What follows belongs to an exercise in optimizing a design on an open flow for small area and a short achievable clock period; a production flow would make more cautious choices. Only simulation tests tie the RTL to the original design; equivalence was not proved. Power is estimated from default activity; no workload was simulated.

==> flow/design.v, too long to show whole: its modules and the start of the top module <==
// module top: 1429 lines
module top (
  input         clk,
  input         rst,
  input  [31:0] a,
  input  [31:0] b,
  output [67:0] y
);
  // ...
==> flow/run.sh <==
#!/bin/bash
# synth_recipe.tcl (not shown) runs the flow's synth.tcl, then flattens the netlist and writes it again
# the make line also repeats each setting of config.mk as NAME=value (left out here)
make -C /OpenROAD-flow-scripts/flow DESIGN_CONFIG=/design/flow/config.mk WORK_HOME=/design/flow/orfs CLKGATE_MAP_FILE= SYNTH_SCRIPT=/design/flow/synth_recipe.tcl finish
==> flow/config.mk <==
export PLATFORM = sky130hd
export DESIGN_NAME = top
export DESIGN_NICKNAME = top
export VERILOG_FILES = /design/flow/design.v
export SDC_FILE = /design/flow/constraint.sdc
export NUM_CORES = 4
export LEC_CHECK = 0
export CAP_MARGIN = 20
export CORE_MARGIN = 2
export CORE_UTILIZATION = 40
export SLEW_MARGIN = 20
==> flow/constraint.sdc <==
create_clock -name core_clock -period 12.0 [get_ports {clk}]
set_input_delay 2.4000 -clock core_clock [delete_from_list [all_inputs] [get_ports {clk}]]
set_output_delay 2.4000 -clock core_clock [all_outputs]
set_load 0.01 [all_outputs]
==> flow_metrics.py, run 1 <==
metrics = {
    "outcome": {
        "outcome": "timing/DRC/antenna clean",
    },
    "die": {
        "die_h_um": 212.8,
        "num_io_pins": 134,
        "core-area_sq_mm": 0.04308,
    },
    "clock_tree": {
        "clk_pin_slew_worst_paths_ns": 0.08,
        "cts_max_level": 3,
    },
    "timing": {
        "fmax_mhz": 159.2,
        "setup_ws_ns": 5.717,
        "tns_ns": 0,
        "slew_headroom": 0.3770,
    },
    "synthesis": {
        "synth-compound-area-share": 0.03948,
        "syn-instance-count": 1745,
        "synth_ff_type": "dfrtp_1",
        "syn_area_sq_mm": 0.01743,
        "synth_fa_ha_area_frac": 0.5237,
    },
    "power_and_ir_drop": {
        "p_sw_uw": 1620,
        "p_leak_uw": 0.008956,
        "p_seq_frac": 0.166,
        "p_total_uw": 3649,
        "power_clock_uw": 308,
        "top_power_group": "combinational cells",
    },
    "worst_hold_path": {
        "hold_path_class": "input pin to asynchronous set/reset pin",
    },
    "layout": {
        "syn_to_final_growth_pct": 11.29,
        "final_common_cell": "fa_1",
        "n_clock_buffer": 13,
        "clkCellAreaFrac": 0.01451,
    },
    "worst_setup_path": {
        "crit_path_end_kind": "flop",
        "crit_path_frequent_cell": "fa_1",
    },
    "detailed_routing": {
        "ant_nets": 0,
    },
}
==> inputs of run 2 (changes only) <==
--- a/flow/config.mk
+++ b/flow/config.mk
@@ -5,6 +5,7 @@
 export SDC_FILE = /design/flow/constraint.sdc
 export NUM_CORES = 4
 export LEC_CHECK = 0
+export ABC_CLOCK_PERIOD_IN_PS = 1500
 export CAP_MARGIN = 20
 export CORE_MARGIN = 2
 export CORE_UTILIZATION = 40
==> flow_metrics.py, run 2 <==
metrics = {
    "outcome": {
        "outcome": "timing/DRC/antenna clean",
    },
    "synthesis": {
        "synth_ff_type": "dfrtp_1",
        "synthTopCellsByArea": "fa_1, dfrtp_1, and2_1",
        "ys_seq_elements": 108,
        "syn_area_sq_mm": 0.01743,
        "synth-edff-count": 0,
        "syn-instance-count": 1745,
        "synth_most_common_cell": "fa_1",
        "yosysTopAreaCellShare": 0.4548,
        "syn-num-nets": 2303,
        "ys_seq_area_frac": 0.1550,
        "synth_cell_types": 35,
        "netlist_top_cells_count": "fa_1, inv_1, nand2_1",
        "synth.largest_area_cell": "fa_1",
        "async_reset_ff_frac": 1.000,
        "ys.warnings.count": 1,
        "avgSynthCellArea_sq_um": 9.990,
    },
    "global_routing": {
        "grt_max_degree": 59,
        "grt_pass1_wl_um": 71970,
        "grt_pass1_vias": 13070,
        "grt.total_usage": 0.2115,
        "overflow": 0,
        "antenna_found_initial": 0,
    },
    "clock_tree": {
        "clock_sinks": 108,
        "cts_buffers": 9,
        "cts_resized": 0,
        "cts_max_level": 3,
        "clock_path_buffers": 2,
        "tritoncts": "built",
        "clk_pin_slew_worst_paths_ns": 0.08,
        "cts_hold_buf": 0,
        "cts_root_buf": "clkbuf_16",
        "postCtsSetupBuffers": 0,
    },
    "detailed_routing": {
        "drc_errors": 0,
        "drtPass1Iterations": 5,
        "drt_wl_total_um": 43850,
        "ant_nets": 0,
        "post_drt_wl_per_cell_um": 18.31,
        "vias_per_cell": 4.921,
        "drt_iter0_markers": 669,
        "vias": 11790,
    },
    "die": {
        "row_count": 76,
        "initial_core_util": 0.4047,
        "core-area_sq_mm": 0.04308,
        "die_x_um": 212.8,
        "die-area_sq_mm": 0.04526,
        "die_h_um": 212.8,
        "num_io_pins": 134,
    },
    "worst_setup_path": {
        "worstPathMaxFanout": 16,
        "cpPeakStageDelay_ns": 1.00,
        "crit_path_cell_trace": "clkdlybuf4s50_1 -> nand2_1 -> fa_1 -> fa_1 -> fa_1 -> fa_1 -> fa_1 -> fa_1 -> inv_1",
        "crit_path_end_kind": "flop",
        "worstPathArrival_ns": 6.58,
        "crit_family": "adder cells",
        "critPathSlowestCell": "clkdlybuf4s50_1",
        "crit_type": "input pin to flop",
        "start_kind": "input pin",
        "worstPathRequired_ns": 12.30,
        "crit_path_frequent_cell": "fa_1",
        "worst-path-buf-inv": 2,
    },
    "worst_hold_path": {
        "hold_path_class": "input pin to asynchronous set/reset pin",
    },
    "timing": {
        "tightest_slew_ns": 0.9317,
        "slew_violations": 0,
        "rsz0062_at_grt": "false",
        "finalSetupViolCount": 0,
        "min_period_ns": 6.283,
        "tns_ns": 0,
        "fmax_mhz": 159.2,
        "slew_headroom": 0.3770,
        "hold_viol": 0,
        "finalCritPeriodShare": 0.5236,
    },
    "layout": {
        "layout.nets": 2363,
        "syn_to_final_growth_pct": 11.29,
        "post-route-util": 0.4504,
        "mostFrequentLayoutCells": "fa_1, inv_1, nand2_1, and2_1, clkdlybuf4s50_1",
        "final_common_cell": "fa_1",
        "drive_gt1_frac": 0.01436,
        "n_antenna_cell": 0,
        "fillers": 4106,
    },
    "placement": {
        "io_buffers": 133,
        "place_congestion": 0.8214,
        "hpwl_um": 32480,
    },
    "power_and_ir_drop": {
        "p_leak_uw": 0.008956,
        "power_density_mw_per_mm2": 188.1,
        "vdd_ir_drop_max_uv": 217.3,
    },
    "job": {
        "maxCapViolCount": 0,
    },
}
## run 2: cell families after synthesis
family          synth area share
compound gates           0.03948
xor+xnor                 0.02211
simple gates              0.1628
buf+inv                  0.09690
fa+ha+maj                 0.5237
flops                     0.1550
## run 2: area by class of cell
| type | instances | area (sq um) | area share |
|---|---|---|---|
| well taps | 585 | 732.0 | 0.03773 |
| multi-input cells | 1211 | 13040 | 0.6722 |
| repair buffers | 140 | 1384 | 0.07133 |
| flip-flops and latches | 108 | 2703 | 0.1393 |
| clock inverters | 3 | 21.27 | 0.001096 |
| inverters | 335 | 1260 | 0.06495 |
| clock buffers | 13 | 260.3 | 0.01342 |
## run 2: per-layer routing
layer  track usage  vias to the layer above  part of all wire
li1              -                     5199                 -
met1        0.3092                     6172              0.46
met2        0.3245                      394              0.45
met3       0.05015                       20             0.080
met4       0.03714                        0            0.0094
met5             0                        -                 0
## run 2: report_power, final
| part | internal (uW) | switching, uW |
|---|---|---|
| registers | 545 | 59.5 |
| clock network | 152 | 156 |
| logic | 1330 | 1400 |
| total | 2030 | 1620 |
## run 2: metrics by stage
stage	instance area, sq um	hold slack (ns)	worst slack [ns]	cells	power [uW]
after global routing	19400	2.552	5.597	2395	4095
after detailed placement	19120	2.960	5.336	2379	3384
after global placement	19120	2.944	5.409	2379	3348
final	19400	2.480	5.717	2395	3649
after floorplan	17430	2.640	6.223	1745	2376
after CTS	19400	2.516	5.764	2395	3727
## run 2: final timing paths
check / start / slack [ns] / depth (start not counted) / end
max in group asynchronous: rst / 8.32 / 3 / c12_q0[6]
min in group core_clock: b[25] / 3.30 / 6 / c12_ql[2]
hold / removal: rst / 2.48 / 2 / c22_ql[3]
setup / recovery: b[12] / 5.72 / 9 / c22_q1[3]
==> inputs of run 3 (changes only) <==
==> flow/config.mk (replaced) <==
export PLATFORM = sky130hd
export DESIGN_NAME = top
export DESIGN_NICKNAME = top
export VERILOG_FILES = /design/flow/design.v
export SDC_FILE = /design/flow/constraint.sdc
export NUM_CORES = 4
export LEC_CHECK = 0
export CAP_MARGIN = 20
export CORE_MARGIN = 2
export CORE_UTILIZATION = 40
export SLEW_MARGIN = 70
==> flow_metrics.py, run 3 <==
metrics = {
    "detailed_routing": {
        "vias": 11850,
        "drtPass1Iterations": 7,
        "ant_nets": 0,
        "drt_wl_total_um": 43930,
        "drc_errors": 0,
        "post_drt_wl_per_cell_um": 18.33,
        "drt_iter0_markers": 652,
        "vias_per_cell": 4.945,
    },
    "power_and_ir_drop": {
        "p_seq_frac": 0.164,
        "p_sw_uw": 1619,
        "p_int_uw": 2076,
        "p_sw_frac": 0.4381,
        "power_density_mw_per_mm2": 191.9,
        "p_leak_uw": 0.009025,
        "comb_power_share": 0.738,
        "power_frac_clock": 0.098,
        "p_total_uw": 3695,
        "vdd_ir_drop_max_uv": 208.3,
    },
    "synthesis": {
        "synth_cell_types": 35,
        "avgSynthCellArea_sq_um": 9.990,
        "synth_fa_ha_area_frac": 0.5237,
        "synth_simple_gate_area_share": 0.1628,
        "syn-instance-count": 1745,
        "synth_most_common_cell": "fa_1",
        "syn_area_sq_mm": 0.01743,
        "synth_mux_area_frac": 0,
        "ys_seq_area_frac": 0.1550,
        "synth.largest_area_cell": "fa_1",
        "synth-edff-count": 0,
        "synth-xor-area-share": 0.02211,
        "synth_top_family_by_area": "adder cells",
        "synth_ff_type": "dfrtp_1",
        "netlist_top_cells_count": "fa_1, inv_1, nand2_1",
        "ys.warnings.count": 1,
        "ys_seq_elements": 108,
        "synth-compound-area-share": 0.03948,
        "syn-num-nets": 2303,
        "yosysTopAreaCellShare": 0.4548,
        "synthTopCellsByArea": "fa_1, dfrtp_1, and2_1",
        "async_reset_ff_frac": 1.000,
    },
    "timing": {
        "hold_ws_ns": 2.440,
        "slew_violations": 0,
        "fmax_mhz": 169.5,
        "tns_ns": 0,
        "tightest_slew_ns": 0.4461,
        "finalSetupViolCount": 0,
        "hold_viol": 0,
        "slew_headroom": 0.7008,
        "rsz0062_at_grt": "false",
        "min_period_ns": 5.898,
        "finalCritPeriodShare": 0.4915,
    },
    "layout": {
        "drive_gt1_frac": 0.04857,
        "final_common_cell": "fa_1",
        "fillers": 4164,
        "post-route-util": 0.4469,
        "n_antenna_cell": 0,
        "multi_input_area_sq_mm": 0.01304,
        "layout.nets": 2366,
        "mostFrequentLayoutCells": "fa_1, inv_1, nand2_1, and2_1, dfrtp_1",
        "seqCellArea_sq_mm": 0.002703,
        "syn_to_final_growth_pct": 10.43,
    },
    "die": {
        "die_x_um": 212.8,
        "row_count": 76,
        "die-area_sq_mm": 0.04526,
        "num_io_pins": 134,
        "core-area_sq_mm": 0.04308,
        "initial_core_util": 0.4047,
        "die_h_um": 212.8,
    },
    "worst_setup_path": {
        "critPathSlowestCell": "fa_1",
        "crit_family": "adder cells",
        "cp.depth": 10,
        "worstPathMaxFanout": 16,
        "start_kind": "input pin",
        "worstPathRequired_ns": 12.29,
        "crit_path_cell_trace": "clkdlybuf4s50_1 -> buf_4 -> nand2_1 -> fa_1 -> fa_1 -> fa_1 -> fa_1 -> fa_1 -> fa_1 -> inv_1",
        "worst-path-buf-inv": 3,
        "worstPathArrival_ns": 6.19,
        "crit_type": "input pin to flop",
        "cpPeakStageDelay_ns": 0.58,
        "crit_path_frequent_cell": "fa_1",
        "crit_path_end_kind": "flop",
    },
    "clock_tree": {
        "clock_path_buffers": 2,
        "tritoncts": "built",
        "clk_pin_slew_worst_paths_ns": 0.08,
        "cts_max_level": 3,
        "cts_resized": 0,
        "cts_hold_buf": 0,
        "cts_root_buf": "clkbuf_16",
        "cts_buffers": 9,
        "postCtsSetupBuffers": 0,
        "clock_sinks": 108,
    },
    "worst_hold_path": {
        "hold_path_class": "input pin to asynchronous set/reset pin",
    },
    "outcome": {
        "outcome": "timing/DRC/antenna clean",
    },
    "job": {
        "maxCapViolCount": 0,
    },
    "global_routing": {
        "grt_pass1_vias": 13050,
        "grt_pass1_wl_um": 71860,
        "grt.total_usage": 0.2118,
        "overflow": 0,
        "grt_max_degree": 59,
        "antenna_found_initial": 0,
    },
    "placement": {
        "hpwl_um": 32610,
        "io_buffers": 133,
        "place_congestion": 0.8214,
    },
}
[run 3: cell types whose count changed in the layout (fill, tap and decap cells not counted), sizes merged]
cell | previous run | this run
clkbuf | 13 | 10
clkinvlp | 1 | 0
buf | 7 | 68
clkdlybuf4s50 | 133 | 75
bufinv | 0 | 3
[run 3: routing by layer]
layer  GRT usage  wire length [um]  part of all wire
met1      0.3111             20550              0.47
met2      0.3226             19730              0.45
met3     0.04574              3076             0.070
met4     0.04630               581             0.013
met5           0                 0                 0
[run 3: kinds of logic after synthesis]
kind of cell	Yosys count
buffers and inverters	426
DFF	108
adders and majority gates	492
and+or+nand+nor	569
AOI/OAI and AO/OA	106
xor gates and xnor gates	44
[run 3: worst max-delay path by stage]
| stage | from | endpoint | slack (ns) |
|---|---|---|---|
| 2_1_floorplan | a[19] | c22_q1[3] | 6.22 |
| 3_3_place_gp | a[3] | c12_q1[3] | 5.41 |
| 3_5_place_dp | b[10] | c22_q1[3] | 5.68 |
| 4_1_cts | b[10] | c22_q1[3] | 6.11 |
| 5_1_grt | b[10] | c22_q1[3] | 6.00 |
| 6_report | b[10] | c22_q1[3] | 6.10 |
[run 3: metrics by stage]
stage,cells,area [sq um],setup slack [ns]
finish,2397,19250,6.102
global route,2397,19250,5.996
CTS,2394,19190,6.112
global placement,2379,19120,5.409
floorplan,1745,17430,6.223
detailed placement,2379,18850,5.682
[run 3: power by group through the flow]
stage	Sequential, uW	Combinational (uW)	Clock (uW)
detailed placement	612	2760	0
finish	605	2730	362
CTS	607	2790	378
global placement	613	2740	0
floorplan	593	1780	0
global route	622	3120	389
[run 3: final cells by class]
cell class | count | share of cell area
Clock inverter | 5 | 0.005200
Clock buffer | 10 | 0.01241
Tap cell | 585 | 0.03802
Timing Repair Buffer | 143 | 0.06058
Sequential cell | 108 | 0.1404
Inverter | 335 | 0.06597
Multi-Input combinational cell | 1211 | 0.6774
==> inputs of run 4 (changes only) <==
--- a/flow/config.mk
+++ b/flow/config.mk
@@ -8,4 +8,4 @@
 export CAP_MARGIN = 20
 export CORE_MARGIN = 2
 export CORE_UTILIZATION = 40
-export SLEW_MARGIN = 70
+export SLEW_MARGIN = 90
==> flow_metrics.py, run 4 <==
metrics = {
    "timing": {
        "finalSetupViolCount": 0,
        "finalCritPeriodShare": 0.9388,
        "slew_violations": 0,
        "tns_ns": 0,
        "rsz0062_at_grt": "false",
        "hold_viol": 0,
        "fmax_mhz": 88.77,
        "slew_headroom": 0.8520,
        "tightest_slew_ns": 0.2219,
        "min_period_ns": 11.27,
    },
    "synthesis": {
        "ys.warnings.count": 1,
        "synthTopCellsByArea": "fa_1, dfrtp_1, and2_1",
        "syn-instance-count": 1745,
        "synth_ff_type": "dfrtp_1",
        "syn-num-nets": 2303,
        "syn_area_sq_mm": 0.01743,
        "synth_most_common_cell": "fa_1",
        "synth-edff-count": 0,
        "ys_seq_elements": 108,
        "synth_cell_types": 35,
        "avgSynthCellArea_sq_um": 9.990,
        "netlist_top_cells_count": "fa_1, inv_1, nand2_1",
        "async_reset_ff_frac": 1.000,
        "ys_seq_area_frac": 0.1550,
        "synth.largest_area_cell": "fa_1",
        "yosysTopAreaCellShare": 0.4548,
    },
    "worst_setup_path": {
        "crit_family": "buffers and inverters",
        "crit_path_frequent_cell": "clkdlybuf4s50_1",
        "worstPathRequired_ns": 9.60,
        "worstPathMaxFanout": 2,
        "start_kind": "flop",
        "cpPeakStageDelay_ns": 0.57,
        "worst-path-buf-inv": 18,
        "worstPathArrival_ns": 8.87,
        "crit_type": "flop to primary output",
        "worstSetupStartpoint": "c22_ql[6]",
        "crit_path_end_kind": "primary output",
        "critPathSlowestCell": "clkdlybuf4s50_1",
    },
    "layout": {
        "n_antenna_cell": 0,
        "final_common_cell": "fa_1",
        "fillers": 3554,
        "post-route-util": 0.5660,
        "layout.nets": 2555,
        "syn_to_final_growth_pct": 39.87,
        "drive_gt1_frac": 0.3193,
        "mostFrequentLayoutCells": "fa_1, inv_1, and2_1, nand2_4, dfrtp_1",
    },
    "die": {
        "core-area_sq_mm": 0.04308,
        "initial_core_util": 0.4047,
        "die_x_um": 212.8,
        "num_io_pins": 134,
        "die-area_sq_mm": 0.04526,
        "die_h_um": 212.8,
        "row_count": 76,
    },
    "detailed_routing": {
        "drt_wl_total_um": 48110,
        "post_drt_wl_per_cell_um": 18.60,
        "drc_errors": 0,
        "drtPass1Iterations": 5,
        "drt_iter0_markers": 722,
        "vias": 12560,
        "ant_nets": 0,
        "vias_per_cell": 4.855,
    },
    "global_routing": {
        "grtUsageMet1": 0.3330,
        "top_usage_layer": "met2",
        "grt_use_met3": 0.04427,
        "grt_pass1_wl_um": 77550,
        "antenna_found_initial": 0,
        "overflow": 0,
        "grt_pass1_vias": 14130,
        "grt_max_degree": 20,
        "grt.total_usage": 0.2272,
        "grt.met2_usage": 0.3572,
    },
    "clock_tree": {
        "clock_sinks": 108,
        "cts_hold_buf": 0,
        "cts_root_buf": "clkbuf_16",
        "tritoncts": "built",
        "cts_buffers": 9,
        "cts_max_level": 3,
        "clk_pin_slew_worst_paths_ns": 0.08,
        "clock_path_buffers": 2,
    },
    "power_and_ir_drop": {
        "p_total_uw": 4878,
        "vdd_ir_drop_max_uv": 244.7,
        "p_leak_uw": 0.01127,
        "power_density_mw_per_mm2": 200.1,
    },
    "placement": {
        "io_buffers": 133,
        "place_congestion": 0.8214,
        "hpwl_um": 40230,
    },
    "worst_hold_path": {
        "hold_path_class": "input pin to asynchronous set/reset pin",
    },
    "job": {
        "maxCapViolCount": 0,
    },
    "outcome": {
        "outcome": "timing/DRC/antenna clean",
    },
}
==> run 4: final cells by class <==
type / count / area, sq um / share of cell area
clock buffer: 13 / 260.3 / 0.01067
clock inverter: 2 / 10.01 / 0.0004105
inverter: 335 / 1274 / 0.05224
multi-input combinational: 1211 / 15810 / 0.6483
sequential: 108 / 2706 / 0.1110
tap: 585 / 732.0 / 0.03002
timing repair buffer: 332 / 3593 / 0.1474
==> run 4: cell families (layout without fill, tap and decap cells) <==
logic type / after synthesis / in the layout / synth area share
and+or+nand+nor: 569 / 569 / 0.1628
adders and majority gates: 492 / 492 / 0.5237
buffers and inverters: 426 / 682 / 0.09690
DFF: 108 / 108 / 0.1550
AOI/OAI and AO/OA: 106 / 106 / 0.03948
xor gates and xnor gates: 44 / 44 / 0.02211
==> run 4: where the power goes <==
part / switching, uW / total [uW] / internal [uW]
registers: 96.9 / 644 / 547
logic: 1850 / 3930 / 2070
clock network: 158 / 309 / 151
total: 2110 / 4880 / 2770
==> run 4: final timing paths <==
check	cells after the start	end
setup / recovery	25	y[65]
hold / removal	2	c22_ql[4]
max in group asynchronous	7	c12_q1[7]
min in group core_clock	3	c11_ql[0]
==> run 4: timing repair <==
item | CTS | global route
setup buffers | 1 | 0
pin swaps | 1 | 2
setup endpoints to repair | 1 | 2
resized for setup | 1 | 5
==> run 4: metal layers <==
metal	part of all wire	wire length, um
met1	0.46	22080
met2	0.47	22540
met4	0.013	620
met5	0	0
met3	0.060	2863
==> run 4: per-stage QoR <==
| step | instances | worst slack, ns | instance area (sq um) | hold WS (ns) |
|---|---|---|---|---|
| final | 2586 | 0.7347 | 24380 | 1.893 |
| after global routing | 2586 | 0.2340 | 24380 | 1.873 |
| after CTS | 2551 | 0.1943 | 23540 | 1.869 |
| after detailed placement | 2536 | 0.3186 | 23260 | 2.318 |
| after global placement | 2379 | 5.409 | 19120 | 2.944 |
| after floorplan | 1745 | 6.223 | 17430 | 2.640 |
==> inputs of run 5 (changes only) <==
--- a/flow/config.mk
+++ b/flow/config.mk
@@ -5,7 +5,7 @@
 export SDC_FILE = /design/flow/constraint.sdc
 export NUM_CORES = 4
 export LEC_CHECK = 0
-export CAP_MARGIN = 20
+export CAP_MARGIN = 60
 export CORE_MARGIN = 2
 export CORE_UTILIZATION = 40
-export SLEW_MARGIN = 90
+export SLEW_MARGIN = 70
==> flow_metrics.py, run 5 <==
metrics = {
    "global_routing": {
        "overflow": 0,
        "grt_max_degree": 59,
        "antenna_found_initial": 0,
        "grt_pass1_wl_um": 71860,
        "grt.total_usage": 0.2118,
        "grt_pass1_vias": 13050,
    },
    "job": {
        "maxCapViolCount": 0,
    },
    "clock_tree": {
        "clock_path_buffers": 2,
        "clock_sinks": 108,
        "cts_resized": 0,
        "cts_hold_buf": 0,
        "cts_buffers": 9,
        "clk_pin_slew_worst_paths_ns": 0.08,
        "tritoncts": "built",
        "cts_max_level": 3,
        "cts_root_buf": "clkbuf_16",
        "postCtsSetupBuffers": 0,
    },
    "placement": {
        "placedCellCount": 2379,
        "io_buffers": 133,
        "place_congestion": 0.8214,
        "hpwl_um": 32610,
    },
    "power_and_ir_drop": {
        "p_sw_frac": 0.4381,
        "p_sw_uw": 1619,
        "p_seq_frac": 0.164,
        "p_int_uw": 2076,
        "power_frac_clock": 0.098,
        "power_density_mw_per_mm2": 191.9,
        "p_leak_uw": 0.009025,
        "vdd_ir_drop_max_uv": 208.3,
        "comb_power_share": 0.738,
    },
    "layout": {
        "layout.nets": 2366,
        "mostFrequentLayoutCells": "fa_1, inv_1, nand2_1, and2_1, dfrtp_1",
        "final_common_cell": "fa_1",
        "layout.cells.non_filler": 2397,
        "drive_gt1_frac": 0.04857,
        "n_antenna_cell": 0,
        "post-route-util": 0.4469,
        "syn_to_final_growth_pct": 10.43,
    },
    "detailed_routing": {
        "vias_per_cell": 4.945,
        "drtPass1Iterations": 7,
        "vias": 11850,
        "drt_iter0_markers": 652,
        "post_drt_wl_per_cell_um": 18.33,
        "drt_wl_total_um": 43930,
        "drc_errors": 0,
        "ant_nets": 0,
    },
    "timing": {
        "finalSetupViolCount": 0,
        "hold_viol": 0,
        "slew_headroom": 0.7008,
        "rsz0062_at_grt": "false",
        "tightest_slew_ns": 0.4461,
        "slew_violations": 0,
        "finalCritPeriodShare": 0.4915,
        "min_period_ns": 5.898,
        "fmax_mhz": 169.5,
        "tns_ns": 0,
    },
    "worst_setup_path": {
        "crit_path_end_kind": "flop",
        "worstPathArrival_ns": 6.19,
        "worstPathMaxFanout": 16,
        "crit_family": "adder cells",
        "crit_type": "input pin to flop",
        "cp.depth": 10,
        "critPathSlowestCell": "fa_1",
        "crit_path_frequent_cell": "fa_1",
        "start_kind": "input pin",
        "worst-path-buf-inv": 3,
        "cpPeakStageDelay_ns": 0.58,
        "crit_path_cell_trace": "clkdlybuf4s50_1 -> buf_4 -> nand2_1 -> fa_1 -> fa_1 -> fa_1 -> fa_1 -> fa_1 -> fa_1 -> inv_1",
        "worstPathRequired_ns": 12.29,
    },
    "synthesis": {
        "ys_seq_elements": 108,
        "ys.warnings.count": 1,
        "synth_simple_gate_area_share": 0.1628,
        "syn-instance-count": 1745,
        "synth-edff-count": 0,
        "syn_area_sq_mm": 0.01743,
        "synth_cell_types": 35,
        "synth_most_common_cell": "fa_1",
        "synth.largest_area_cell": "fa_1",
        "synthTopCellsByArea": "fa_1, dfrtp_1, and2_1",
        "ys_seq_area_frac": 0.1550,
        "synth_mux_area_frac": 0,
        "netlist_top_cells_count": "fa_1, inv_1, nand2_1",
        "synth_ff_type": "dfrtp_1",
        "synth_fa_ha_area_frac": 0.5237,
        "synth-xor-area-share": 0.02211,
        "avgSynthCellArea_sq_um": 9.990,
        "syn-num-nets": 2303,
        "yosysTopAreaCellShare": 0.4548,
        "synth_top_family_by_area": "adder cells",
        "async_reset_ff_frac": 1.000,
        "synth-compound-area-share": 0.03948,
    },
    "die": {
        "die-area_sq_mm": 0.04526,
        "core-area_sq_mm": 0.04308,
        "row_count": 76,
        "die_h_um": 212.8,
        "initial_core_util": 0.4047,
        "die_x_um": 212.8,
        "num_io_pins": 134,
    },
    "worst_hold_path": {
        "hold_path_class": "input pin to asynchronous set/reset pin",
    },
    "outcome": {
        "outcome": "timing/DRC/antenna clean",
    },
}
run 5: cell counts after synthesis:
No cell type changed its count.
run 5: cells by family (layout without fill, tap and decap cells):
logic type      count (synthesis)  after routing
compound gates                106            106
simple gates                  569            569
fa+ha+maj                     492            492
xor+xnor                       44             44
flops                         108            108
buf+inv                       426            493
run 5: area by class of cell:
class | count | area [sq um]
timing repair buffer | 143 | 1166
fill | 4164 | 23830
tap | 585 | 732.0
clock buffer | 10 | 239.0
multi-input combinational | 1211 | 13040
clock inverter | 5 | 100.1
inverter | 335 | 1270
sequential | 108 | 2703
run 5: stage by stage:
| stage | total power [uW] | cell area, sq um | setup slack, ns | hold slack [ns] |
|---|---|---|---|---|
| after floorplan | 2376 | 17430 | 6.223 | 2.640 |
| after detailed placement | 3376 | 18850 | 5.682 | 2.880 |
| after CTS | 3772 | 19190 | 6.112 | 2.436 |
| after global placement | 3348 | 19120 | 5.409 | 2.944 |
| after global routing | 4135 | 19250 | 5.996 | 2.476 |
| final | 3695 | 19250 | 6.102 | 2.440 |
run 5: routing by layer:
| layer | track usage | vias to the layer above | part of all wire |
|---|---|---|---|
| met5 | 0 | - | 0 |
| met4 | 0.04630 | 0 | 0.013 |
| met3 | 0.04574 | 25 | 0.070 |
| met2 | 0.3226 | 388 | 0.45 |
| met1 | 0.3111 | 6242 | 0.47 |
| li1 | - | 5198 | - |
run 5: how the worst max path moves through the flow:
stage               startpoint        end  slack [ns]
global route             b[10]  c22_q1[3]        6.00
CTS                      b[10]  c22_q1[3]        6.11
detailed placement       b[10]  c22_q1[3]        5.68
floorplan                a[19]  c22_q1[3]        6.22
finish                   b[10]  c22_q1[3]        6.10
global placement          a[3]  c12_q1[3]        5.41
run 5: power groups by stage:
stage          clock (uW)  combinational, uW  sequential, uW
2_1_floorplan           0               1780             593
3_3_place_gp            0               2740             613
3_5_place_dp            0               2760             612
4_1_cts               378               2790             607
5_1_grt               389               3120             622
6_report              362               2730             605

[port drivers added, routing unchanged]
No port has a modelled driver above. Below, the same layouts with a new extraction and two added sets of constraints. Step 1 assumes that a clkbuf_16 drives the clock port and a buf_2 every other input. Step 2 adds t to the input delays and takes it off the output delays; t is the mean of the earliest and latest rising clock arrival at the registers after step 1. Input paths then give back, and output paths get back, about the clock's delay inside the block. Three values: no drivers, after step 1, after step 2; two values: the first two.
| run | shift t [ns] | setup WS [ns] | hold slack, ns | worst setup path after step 2 | pins driven straight from the clock port |
|---|---|---|---|---|---|
| run 1 | 0.453 | 5.717 / 5.735 / 5.282 | 2.480 / 2.447 / 2.900 | input to register | 1 |
| run 2 | 0.453 | 5.717 / 5.735 / 5.282 | 2.480 / 2.447 / 2.900 | input to register | 1 |
| run 3 | 0.453 | 6.102 / 6.109 / 5.656 | 2.440 / 2.405 / 2.858 | input to register | 1 |
| run 4 | 0.450 | 0.735 / 0.679 / 1.129 | 1.893 / 1.859 / 2.309 | register to output | 1 |
| run 5 | 0.453 | 6.102 / 6.109 / 5.656 | 2.440 / 2.405 / 2.858 | input to register | 1 |
After both steps every run listed still meets setup and hold.
